What follows belongs to an exercise in optimizing a design on an open flow for small area; a production flow would make more cautious choices. At most, simulation tests tie the RTL to the original design; equivalence was not proved. Power figures rest on the tool's default switching activity, not on a simulated workload.

==> 06-10 <==
==> flow/design.v <==
module risc_v
(
 input   wire                        CLK,
 input   wire                        RST,
 output  wire     [31:0]             PC,
 input   wire     [31:0]             Instr,
 output  wire                        MemWrite,
 output  wire     [31:0]             DataAdr,
 output  wire     [31:0]             WriteData,
 input   wire     [31:0]             ReadData
);
 reg  [4:0] cnt;
 reg        ph;      
 reg        run;     
 always @(posedge CLK or negedge RST)
   if (!RST) begin
     cnt <= 5'd0;
     ph  <= 1'b0;
     run <= 1'b0;
   end else begin
     cnt <= cnt + 5'd1;
     if (cnt == 5'd31) begin
       if (run) ph <= ~ph;
       run <= 1'b1;
     end
   end
 wire c0  = (cnt == 5'd0);
 wire c31 = (cnt == 5'd31);
 wire p1  = run & ~ph;
 wire p2  = run & ph;
 wire [6:0] op   = Instr[6:0];
 wire [2:0] f3   = Instr[14:12];
 wire isLd  = (op == 7'b0000011);
 wire isSt  = (op == 7'b0100011);
 wire isR   = (op == 7'b0110011);
 wire isI   = (op == 7'b0010011);
 wire isBr  = (op == 7'b1100011);
 wire isJal = (op == 7'b1101111);
 wire isAlu = isR | isI;
 wire fSlt  = (f3 == 3'b010);
 wire fOr   = (f3 == 3'b110);
 wire fAdd  = (f3 == 3'b000);
 wire sltu  = isAlu & fSlt;
 wire subop = isR & fAdd & Instr[30];
 wire doOr  = isAlu & fOr;
 wire doAnd = isAlu & ~(fAdd | fSlt | fOr);
 localparam [2:0] K_NONE = 3'd0, K_ALU = 3'd1, K_SLT0 = 3'd2, K_SLT1 = 3'd3,
                  K_LD   = 3'd4, K_ST  = 3'd5, K_JAL  = 3'd6, K_JMP  = 3'd7;
 reg  [2:0] cls;
 reg  [4:0] rdl;
 wire [31:0] rout;
 wire        wr;
 wire        wbit;
 wire        wb = run & wbit;
 genvar g;
 generate
   for (g = 0; g < 32; g = g + 1) begin : rf
     reg  [31:0] x;
     wire we = ~run | (p2 & wr & (rdl == g));
     always @(posedge CLK)
       x <= {(we ? wb : x[0]), x[31:1]};
     assign rout[g] = x[0];
   end
 endgenerate
 wire a = rout[Instr[19:15]];
 wire b = rout[Instr[24:20]];
 reg im;
 always @(*) begin
   if (cnt == 5'd0)
     im = (isBr | isJal) ? 1'b0 : (isSt ? Instr[7] : Instr[20]);
   else if (cnt <= 5'd4)
     im = (isSt | isBr) ? Instr[cnt + 5'd7] : Instr[cnt + 5'd20];
   else if (cnt <= 5'd10)
     im = Instr[cnt + 5'd20];
   else if (cnt == 5'd11)
     im = isBr ? Instr[7] : (isJal ? Instr[20] : Instr[31]);
   else if (cnt <= 5'd19)
     im = isJal ? Instr[cnt] : Instr[31];
   else
     im = Instr[31];
 end
 reg  [31:0] pc_r;
 reg  [31:0] da;
 reg  [31:0] wd;
 reg         c;      
 reg         eq;
 reg         lc;     
 wire opA  = a & ~(isBr | isJal);
 wire opB  = isR ? b : im;
 wire inv  = subop | sltu;
 wire opBx = opB ^ inv;
 wire cin  = c0 ? (inv & ~ph) : c;
 wire sum  = opA ^ opBx ^ cin;
 wire cout = (opA & opBx) | (opA & cin) | (opBx & cin);
 wire res  = doOr ? (opA | opB) : (doAnd ? (opA & opB) : sum);
 wire diff   = a ^ b;
 wire eqin   = (c0 | eq) & ~diff;
 wire jmp    = (cls == K_JAL) | (cls == K_JMP);
 wire pa     = pc_r[0];
 wire addend = jmp ? da[0] : (cnt == 5'd2);
 wire psum   = pa ^ addend ^ cin;
 wire pcout  = (pa & addend) | (pa & cin) | (addend & cin);
 wire lt     = (cnt == 5'd2) | lc;
 wire link   = pa ^ lt;
 always @(posedge CLK) begin
   c  <= ph ? pcout : cout;
   eq <= eqin;
   lc <= pa & lt & ~c31;
   da <= {res, da[31:1]};
   wd <= {b, (p2 & c0 & (cls == K_LD)) ? ReadData[31:1] : wd[31:1]};
   if (~p1)
     pc_r <= {(run & psum), pc_r[31:1]};
   if (p1 & c31) begin
     rdl <= Instr[11:7];
     if (isLd)       cls <= K_LD;
     else if (isSt)  cls <= K_ST;
     else if (isJal) cls <= K_JAL;
     else if (isBr)  cls <= eqin ? K_JMP : K_NONE;
     else if (isAlu) cls <= sltu ? (cout ? K_SLT0 : K_SLT1) : K_ALU;
     else            cls <= K_NONE;
   end
 end
 assign wr = (cls == K_ALU) | (cls == K_SLT0) | (cls == K_SLT1) |
             (cls == K_LD)  | (cls == K_JAL);
 assign wbit = (cls == K_ALU)  ? da[0] :
               (cls == K_SLT1) ? c0 :
               (cls == K_LD)   ? (c0 ? ReadData[0] : wd[0]) :
               (cls == K_JAL)  ? link : 1'b0;
 assign PC        = pc_r;
 assign DataAdr   = da;
 assign WriteData = wd;
 assign MemWrite  = p2 & c0 & (cls == K_ST);
endmodule
==> flow/flow/run.sh <==
#!/bin/bash
# Own flow: the standard layout with smaller port buffers and a
# clock tree without dummy loads.
set -euo pipefail
export BUFFER_PORTS_ARGS="-buffer_cell sky130_fd_sc_hd__buf_1"
export CTS_ARGS="-sink_clustering_enable -repair_clock_nets -dont_use_dummy_load -buf_list sky130_fd_sc_hd__clkbuf_16 -sink_clustering_size 30 -sink_clustering_max_diameter 60"
bash standard.sh > standard.log 2>&1
==> flow/standard.sh <==
#!/bin/bash
# synth_recipe.tcl (not shown) runs the flow's synth.tcl, then flattens the netlist and writes it again
# the make line also repeats each setting of config.mk as NAME=value (left out here)
make -C /OpenROAD-flow-scripts/flow DESIGN_CONFIG=/design/flow/config.mk WORK_HOME=/design/flow/orfs CLKGATE_MAP_FILE= SYNTH_SCRIPT=/design/flow/synth_recipe.tcl "${@:-finish}"
==> flow/config.mk <==
export PLATFORM = sky130hd
export DESIGN_NAME = risc_v
export DESIGN_NICKNAME = risc_v
export VERILOG_FILES = /design/flow/design.v
export SDC_FILE = /design/flow/constraint.sdc
export NUM_CORES = 8
export LEC_CHECK = 0
export CAP_MARGIN = 20
export CORE_MARGIN = 2
export CORE_UTILIZATION = 30
export SLEW_MARGIN = 20
==> flow/constraint.sdc <==
create_clock -name core_clock -period 20.0 [get_ports {CLK}]
set_input_delay 4.0000 -clock core_clock [delete_from_list [all_inputs] [get_ports {CLK}]]
set_output_delay 4.0000 -clock core_clock [all_outputs]
set_load 0.01 [all_outputs]
==> 07-28 (differences from 06-10) <==
==> flow/design.v, changed modules only <==
module risc_v
(
 input   wire                        CLK,
 input   wire                        RST,
 output  wire     [31:0]             PC,
 input   wire     [31:0]             Instr,
 output  wire                        MemWrite,
 output  wire     [31:0]             DataAdr,
 output  wire     [31:0]             WriteData,
 input   wire     [31:0]             ReadData
);
 reg  [4:0] cnt;
 reg        ph;      
 reg        run;     
 always @(posedge CLK or negedge RST)
   if (!RST) begin
     cnt <= 5'd0;
     ph  <= 1'b0;
     run <= 1'b0;
   end else begin
     cnt <= {cnt[3:0], cnt[4] ^ cnt[2] ^ (cnt[3:0] == 4'd0)};
     if (cnt == 5'd16) begin
       if (run) ph <= ~ph;
       run <= 1'b1;
     end
   end
 wire c0  = (cnt == 5'd0);
 wire c2  = (cnt == 5'd2);
 wire c31 = (cnt == 5'd16);    
 wire p1  = run & ~ph;
 wire p2  = run & ph;
 wire [6:0] op   = Instr[6:0];
 wire [2:0] f3   = Instr[14:12];
 wire isLd  = (op == 7'b0000011);
 wire isSt  = (op == 7'b0100011);
 wire isR   = (op == 7'b0110011);
 wire isI   = (op == 7'b0010011);
 wire isBr  = (op == 7'b1100011);
 wire isJal = (op == 7'b1101111);
 wire isAlu = isR | isI;
 wire fSlt  = (f3 == 3'b010);
 wire fOr   = (f3 == 3'b110);
 wire fAdd  = (f3 == 3'b000);
 wire sltu  = isAlu & fSlt;
 wire subop = isR & fAdd & Instr[30];
 wire doOr  = isAlu & fOr;
 wire doAnd = isAlu & ~(fAdd | fSlt | fOr);
 reg  [2:0] k;
 reg  [4:0] rdl;     
 wire wr   = k[2] | (k[1] & k[0]);
 wire jmp  = ~k[2] & k[1];
 wire st   = ~k[2] & ~k[1] & k[0];
 wire ld   = k[2] & ~k[1] & k[0];
 wire        swap = p1 ? isSt : (ph & st);
 wire [4:0]  adr2 = ph ? rdl : Instr[24:20];
 wire        wen  = swap | (p2 & wr);
 wire [31:0] rout;
 wire        wbit;
 reg  [31:0] wd;                        
 wire        wbus = run & (swap ? wd[0] : wbit);
 wire [3:0] wl;
 wire [7:0] wh;
 genvar g;
 generate
   for (g = 0; g < 4; g = g + 1) begin : dl
     assign wl[g] = ~run | (wen & (adr2[1:0] == g));
   end
   for (g = 0; g < 8; g = g + 1) begin : dh
     assign wh[g] = ~run | (adr2[4:2] == g);
   end
   for (g = 0; g < 31; g = g + 1) begin : rf
     reg  [31:0] x;
     wire we = wl[g % 4] & wh[g / 4];
     always @(posedge CLK)
       x <= {(we ? wbus : x[0]), x[31:1]};
     assign rout[g] = x[0];
   end
 endgenerate
 assign rout[31] = wd[0];
 wire a = rout[Instr[19:15]];
 wire b = rout[adr2];
 reg im;
 wire sb = isSt | isBr;
 always @(*) begin
   case (cnt)
     5'd0 : im = isSt ? Instr[7] : ((isBr | isJal) ? 1'b0 : Instr[20]);    
     5'd1 : im = sb ? Instr[8] : Instr[21];    
     5'd2 : im = sb ? Instr[9] : Instr[22];    
     5'd4 : im = sb ? Instr[10] : Instr[23];    
     5'd9 : im = sb ? Instr[11] : Instr[24];    
     5'd18: im = Instr[25];    
     5'd5 : im = Instr[26];    
     5'd11: im = Instr[27];    
     5'd22: im = Instr[28];    
     5'd12: im = Instr[29];    
     5'd25: im = Instr[30];    
     5'd19: im = isBr ? Instr[7] : (isJal ? Instr[20] : Instr[31]);    
     5'd7 : im = isJal ? Instr[12] : Instr[31];    
     5'd15: im = isJal ? Instr[13] : Instr[31];    
     5'd31: im = isJal ? Instr[14] : Instr[31];    
     5'd30: im = isJal ? Instr[15] : Instr[31];    
     5'd28: im = isJal ? Instr[16] : Instr[31];    
     5'd24: im = isJal ? Instr[17] : Instr[31];    
     5'd17: im = isJal ? Instr[18] : Instr[31];    
     5'd3 : im = isJal ? Instr[19] : Instr[31];    
     default: im = Instr[31];
   endcase
 end
 reg  [31:0] pc_r;
 reg  [31:0] da;
 reg         c;      
 reg         e;      
 wire opA  = a & ~(isBr | isJal);
 wire opB  = isR ? b : im;
 wire inv  = subop | sltu;
 wire opBx = opB ^ inv;
 wire cin  = c0 ? (inv & ~ph) : c;
 wire sum  = opA ^ opBx ^ cin;
 wire cout = (opA & opBx) | (opA & cin) | (opBx & cin);
 wire res  = doOr ? (opA | opB) : (doAnd ? (opA & opB) : sum);
 wire eqin   = (c0 | e) & ~(a ^ b);
 wire pa     = pc_r[0];
 wire addend = jmp ? da[0] : c2;
 wire psum   = pa ^ addend ^ cin;
 wire pcout  = (pa & addend) | (pa & cin) | (addend & cin);
 wire inc    = c2 | (e & ~c0);
 wire link   = pa ^ inc;
 wire ldcap  = ph & c0 & ld;
 always @(posedge CLK) begin
   c  <= ph ? pcout : cout;
   e  <= ph ? (pa & inc) : eqin;
   da <= {res, (ldcap ? ReadData[31:1] : da[31:1])};
   if (~p1)
     pc_r <= {(run & psum), pc_r[31:1]};
   if (p1 & c31) begin
     rdl <= isSt ? Instr[24:20] : Instr[11:7];
     if (isLd)       k <= 3'b101;
     else if (isSt)  k <= 3'b001;
     else if (isJal) k <= 3'b011;
     else if (isBr)  k <= eqin ? 3'b010 : 3'b000;
     else if (isAlu) k <= sltu ? (cout ? 3'b110 : 3'b111) : 3'b100;
     else            k <= 3'b000;
   end
 end
 assign wbit = ~k[2] ? link :
               k[1]  ? (k[0] & c0) :
               ((k[0] & c0) ? ReadData[0] : da[0]);
 wire we31 = p2 & wr & (rdl == 5'd31);
 always @(posedge CLK)
   wd <= {(~run ? 1'b0 : swap ? b : we31 ? wbit : wd[0]), wd[31:1]};
 assign PC        = pc_r;
 assign DataAdr   = da;
 assign WriteData = wd;
 assign MemWrite  = p2 & c0 & st;
endmodule
==> flow/flow/run.sh (replaced) <==
#!/bin/bash
# Own flow: the standard layout (standard.sh, synth_recipe.tcl) with
#  - an area-oriented ABC script for the combinational logic (the registers,
#    their names and cells are those of the standard synthesis),
#  - the smallest buffer on the ports,
#  - a clock tree of the buffers below, without dummy loads.
# make's full output goes to standard.log; ORFS keeps each step's log
# under orfs/logs.
set -euo pipefail
here=$(pwd)
rm -rf "$here/scripts"
cp -r "$FLOW_HOME/scripts" "$here/scripts"
cp "$here/flow/abc_area.script" "$here/scripts/abc_speed.script"
export SCRIPTS_DIR="$here/scripts"
export BUFFER_PORTS_ARGS="-buffer_cell sky130_fd_sc_hd__buf_1"
export CTS_ARGS="-sink_clustering_enable -repair_clock_nets -dont_use_dummy_load -buf_list sky130_fd_sc_hd__clkbuf_4 -sink_clustering_size 12 -sink_clustering_max_diameter 35"
bash standard.sh > standard.log 2>&1
==> flow/flow/abc_area.script (new file) <==
strash
&get -n
&st
&synch2
&if -K 6
&mfs
&st
&dch -f
&put
amap
topo
Settings changed: CORE_UTILIZATION 30 to 60, PLACE_DENSITY set to 0.85.
==> 10-09 (differences from 06-10) <==
==> flow/run.sh (new file) <==
#!/bin/bash
# synth_recipe.tcl (not shown) runs the flow's synth.tcl, then flattens the netlist and writes it again
# the make line also repeats each setting of config.mk as NAME=value (left out here)
make -C /OpenROAD-flow-scripts/flow DESIGN_CONFIG=/design/flow/config.mk WORK_HOME=/design/flow/orfs CLKGATE_MAP_FILE= SYNTH_SCRIPT=/design/flow/synth_recipe.tcl finish
removed: flow/flow/run.sh
removed: flow/standard.sh
==> qor summary <==
item                                                                   07-28                       10-09                       06-10
Outcome                                             timing/DRC/antenna clean    timing/DRC/antenna clean    timing/DRC/antenna clean
Initial antenna violation count                                            7                           6                          10
Number of nets at the end of the flow                                  1,861                       1,838                       1,793
Layout filler cell count                                               2,743                       7,923                       8,251
Total power consumption of the routed design                       0.00318 W                   0.00436 W                   0.00345 W
CTS Root Cell                                      sky130_fd_sc_hd__clkbuf_4  sky130_fd_sc_hd__clkbuf_16  sky130_fd_sc_hd__clkbuf_16
Worst Setup Path Type                                              in -> reg                  reg -> out                  reg -> out
Critical path's largest stage delay                                   840 ps                      620 ps                      640 ps
Average via count per standard cell                                     4.89                        3.83                        3.86
Met3 capacity usage during global routing                              4.79%                       2.90%                       2.51%
Number of buffers created by CTS                                         111                         102                          58
Number of non-clock buffers                                              165                         168                         167
Share of layout cells above drive strength 1                           6.48%                       14.4%                       8.29%
Multi-input combinational cell area                                 2050 um2                    3080 um2                    3090 um2
Sum of buffers and inverters on the critical path                          2                           3                           2
WL per Instance                                                      17.2 um                     14.2 um                     14.4 um
Count of multi-input gates                                               366                         338                         338
Max FFs per register                                                     992                       1,024                       1,024
Library cells used by synthesis                                           35                          53                          53
Std-Cell Rows                                                             74                         108                         108
No functional check of the RTL was part of 07-28.

========
==> inputs of maple <==
Starts from the design.v that is shown in full above.
==> flow/config.mk <==
export PLATFORM = sky130hd
export DESIGN_NAME = risc_v
export DESIGN_NICKNAME = risc_v
export VERILOG_FILES = /design/flow/design.v
export SDC_FILE = /design/flow/constraint.sdc
export NUM_CORES = 8
export LEC_CHECK = 0
export CAP_MARGIN = 20
export CORE_MARGIN = 2
export CORE_UTILIZATION = 30
export CTS_BUF_LIST = sky130_fd_sc_hd__clkbuf_8
export CTS_CLUSTER_DIAMETER = 60
export CTS_CLUSTER_SIZE = 20
export SLEW_MARGIN = 20
==> flow/constraint.sdc <==
create_clock -name core_clock -period 20.0 [get_ports {CLK}]
set_input_delay 4.0000 -clock core_clock [delete_from_list [all_inputs] [get_ports {CLK}]]
set_output_delay 4.0000 -clock core_clock [all_outputs]
set_load 0.01 [all_outputs]
run.sh (not shown) runs the stock make flow with config.mk's settings and CLKGATE_MAP_FILE= SYNTH_SCRIPT=/design/flow/synth_recipe.tcl, a recipe that flattens the netlist after the stock synthesis.
Stock flow here: none of the scripts above is used.
==> inputs of nickel, as changes to maple <==
==> flow/design.v (replaced) <==
module risc_v
(
 input   wire                        CLK,
 input   wire                        RST,
 output  wire     [31:0]             PC,
 input   wire     [31:0]             Instr,
 output  wire                        MemWrite,
 output  wire     [31:0]             DataAdr,
 output  wire     [31:0]             WriteData,
 input   wire     [31:0]             ReadData
);
 reg  [4:0] cnt;
 reg        ph;      
 reg        run;     
 always @(posedge CLK or negedge RST)
   if (!RST) begin
     cnt <= 5'd0;
     ph  <= 1'b0;
     run <= 1'b0;
   end else begin
     cnt <= cnt + 5'd1;
     if (cnt == 5'd31) begin
       if (run) ph <= ~ph;
       run <= 1'b1;
     end
   end
 wire c0  = (cnt == 5'd0);
 wire c2  = (cnt == 5'd2);
 wire c31 = (cnt == 5'd31);
 wire p1  = run & ~ph;
 wire p2  = run & ph;
 wire [6:0] op   = Instr[6:0];
 wire [2:0] f3   = Instr[14:12];
 wire isLd  = (op == 7'b0000011);
 wire isSt  = (op == 7'b0100011);
 wire isR   = (op == 7'b0110011);
 wire isI   = (op == 7'b0010011);
 wire isBr  = (op == 7'b1100011);
 wire isJal = (op == 7'b1101111);
 wire isAlu = isR | isI;
 wire fSlt  = (f3 == 3'b010);
 wire fOr   = (f3 == 3'b110);
 wire fAdd  = (f3 == 3'b000);
 wire sltu  = isAlu & fSlt;
 wire subop = isR & fAdd & Instr[30];
 wire doOr  = isAlu & fOr;
 wire doAnd = isAlu & ~(fAdd | fSlt | fOr);
 reg  [2:0] k;
 reg  [4:0] rdl;     
 wire wr   = k[2] | (k[1] & k[0]);
 wire jmp  = ~k[2] & k[1];
 wire st   = ~k[2] & ~k[1] & k[0];
 wire ld   = k[2] & ~k[1] & k[0];
 wire        swap = p1 ? isSt : (ph & st);
 wire [4:0]  adr2 = ph ? rdl : Instr[24:20];
 wire        wen  = swap | (p2 & wr);
 wire [31:0] rout;
 wire        wbit;
 reg  [31:0] wd;                        
 wire        wbus = run & (swap ? wd[0] : wbit);
 wire [3:0] wl;
 wire [7:0] wh;
 genvar g;
 generate
   for (g = 0; g < 4; g = g + 1) begin : dl
     assign wl[g] = ~run | (wen & (adr2[1:0] == g));
   end
   for (g = 0; g < 8; g = g + 1) begin : dh
     assign wh[g] = ~run | (adr2[4:2] == g);
   end
   for (g = 0; g < 31; g = g + 1) begin : rf
     reg  [31:0] x;
     wire we = wl[g % 4] & wh[g / 4];
     always @(posedge CLK)
       x <= {(we ? wbus : x[0]), x[31:1]};
     assign rout[g] = x[0];
   end
 endgenerate
 assign rout[31] = wd[0];
 wire a = rout[Instr[19:15]];
 wire b = rout[adr2];
 reg im;
 wire sb = isSt | isBr;
 always @(*) begin
   case (cnt)
     5'd0:  im = isSt ? Instr[7] : ((isBr | isJal) ? 1'b0 : Instr[20]);
     5'd1:  im = sb ? Instr[8]  : Instr[21];
     5'd2:  im = sb ? Instr[9]  : Instr[22];
     5'd3:  im = sb ? Instr[10] : Instr[23];
     5'd4:  im = sb ? Instr[11] : Instr[24];
     5'd5:  im = Instr[25];
     5'd6:  im = Instr[26];
     5'd7:  im = Instr[27];
     5'd8:  im = Instr[28];
     5'd9:  im = Instr[29];
     5'd10: im = Instr[30];
     5'd11: im = isBr ? Instr[7] : (isJal ? Instr[20] : Instr[31]);
     5'd12: im = isJal ? Instr[12] : Instr[31];
     5'd13: im = isJal ? Instr[13] : Instr[31];
     5'd14: im = isJal ? Instr[14] : Instr[31];
     5'd15: im = isJal ? Instr[15] : Instr[31];
     5'd16: im = isJal ? Instr[16] : Instr[31];
     5'd17: im = isJal ? Instr[17] : Instr[31];
     5'd18: im = isJal ? Instr[18] : Instr[31];
     5'd19: im = isJal ? Instr[19] : Instr[31];
     default: im = Instr[31];
   endcase
 end
 reg  [31:0] pc_r;
 reg  [31:0] da;
 reg         c;      
 reg         e;      
 wire opA  = a & ~(isBr | isJal);
 wire opB  = isR ? b : im;
 wire inv  = subop | sltu;
 wire opBx = opB ^ inv;
 wire cin  = c0 ? (inv & ~ph) : c;
 wire sum  = opA ^ opBx ^ cin;
 wire cout = (opA & opBx) | (opA & cin) | (opBx & cin);
 wire res  = doOr ? (opA | opB) : (doAnd ? (opA & opB) : sum);
 wire eqin   = (c0 | e) & ~(a ^ b);
 wire pa     = pc_r[0];
 wire addend = jmp ? da[0] : c2;
 wire psum   = pa ^ addend ^ cin;
 wire pcout  = (pa & addend) | (pa & cin) | (addend & cin);
 wire inc    = c2 | (e & ~c0);
 wire link   = pa ^ inc;
 wire ldcap  = ph & c0 & ld;
 always @(posedge CLK) begin
   c  <= ph ? pcout : cout;
   e  <= ph ? (pa & inc) : eqin;
   da <= {res, (ldcap ? ReadData[31:1] : da[31:1])};
   if (~p1)
     pc_r <= {(run & psum), pc_r[31:1]};
   if (p1 & c31) begin
     rdl <= isSt ? Instr[24:20] : Instr[11:7];
     if (isLd)       k <= 3'b101;
     else if (isSt)  k <= 3'b001;
     else if (isJal) k <= 3'b011;
     else if (isBr)  k <= eqin ? 3'b010 : 3'b000;
     else if (isAlu) k <= sltu ? (cout ? 3'b110 : 3'b111) : 3'b100;
     else            k <= 3'b000;
   end
 end
 assign wbit = ~k[2] ? link :
               k[1]  ? (k[0] & c0) :
               ((k[0] & c0) ? ReadData[0] : da[0]);
 wire we31 = p2 & wr & (rdl == 5'd31);
 always @(posedge CLK)
   wd <= {(~run ? 1'b0 : swap ? b : we31 ? wbit : wd[0]), wd[31:1]};
 assign PC        = pc_r;
 assign DataAdr   = da;
 assign WriteData = wd;
 assign MemWrite  = p2 & c0 & st;
endmodule
==> flow/flow/run.sh (new file) <==
#!/bin/bash
# Own flow: the standard layout with smaller port buffers and a
# clock tree without dummy loads.
set -euo pipefail
export BUFFER_PORTS_ARGS="-buffer_cell sky130_fd_sc_hd__buf_1"
export CTS_ARGS="-sink_clustering_enable -repair_clock_nets -dont_use_dummy_load -buf_list sky130_fd_sc_hd__clkbuf_8 -sink_clustering_size 20 -sink_clustering_max_diameter 60"
bash standard.sh > standard.log 2>&1
==> flow/standard.sh (new file) <==
#!/bin/bash
# synth_recipe.tcl (not shown) runs the flow's synth.tcl, then flattens the netlist and writes it again
# the make line also repeats each setting of config.mk as NAME=value (left out here)
make -C /OpenROAD-flow-scripts/flow DESIGN_CONFIG=/design/flow/config.mk WORK_HOME=/design/flow/orfs CLKGATE_MAP_FILE= SYNTH_SCRIPT=/design/flow/synth_recipe.tcl "${@:-finish}"
- CTS_BUF_LIST: sky130_fd_sc_hd__clkbuf_8 -> unset
- CTS_CLUSTER_DIAMETER: 60 -> unset
- CTS_CLUSTER_SIZE: 20 -> unset
removed: flow/run.sh
==> notes <==
Between nickel and maple, the lower cell count is in nickel (gap about 3%, measured against maple). Clock skew: nickel is higher than maple (0.044 ns). In nickel the first-iteration DRC count is smaller than in maple, by about 33%. Of nickel and maple, maple has the higher power (gap 5.5%, measured against maple). Between nickel and maple, the lower register-to-register slack is in maple (gap 0.57 ns). Of nickel and maple, maple has the higher die area (gap about 4%, measured against maple). In maple the maximum frequency is lower than in nickel, by 5.2%. Between maple and nickel, the lower global-route usage is in nickel (gap 0.26 points). In maple the synthesized cell count is larger than in nickel, by 2.6%. Against maple, the hold slack of nickel is worse by 0.060 ns.

-- port drivers added, routing unchanged --
The results above use ideal ports. As a check the final layouts listed here were re-extracted and re-timed, cells and wires unchanged.
Step 1 assumes that a clkbuf_16 drives the clock port and a buf_2 every other input.
Step 2 also shifts input and output timing later by t, the mid clock arrival at the registers, as if the neighbouring blocks saw the same clock.
a / b / c = ideal ports / drivers / drivers and shift; a / b = the first two.
run | shift t [ns] | slack for setup (ns) | latest minus earliest clock arrival (ns)
06-10 | 0.659 | 12.902 / 12.844 / 12.438 | 0.086 / 0.086
07-28 | 0.822 | 12.604 / 12.598 / 11.776 | 0.128 / 0.128
10-09 | 0.695 | 12.683 / 12.626 / 12.057 | 0.047 / 0.046
maple | 0.729 | 12.622 / 12.568 / 12.051 | 0.058 / 0.058
nickel | 0.677 | 13.004 / 12.951 / 12.750 | 0.104 / 0.105
After both steps every run listed still meets setup and hold. The setup slack of 07-28, which loses most, moves by -0.006 ns with the drivers and by -0.828 ns with both steps.
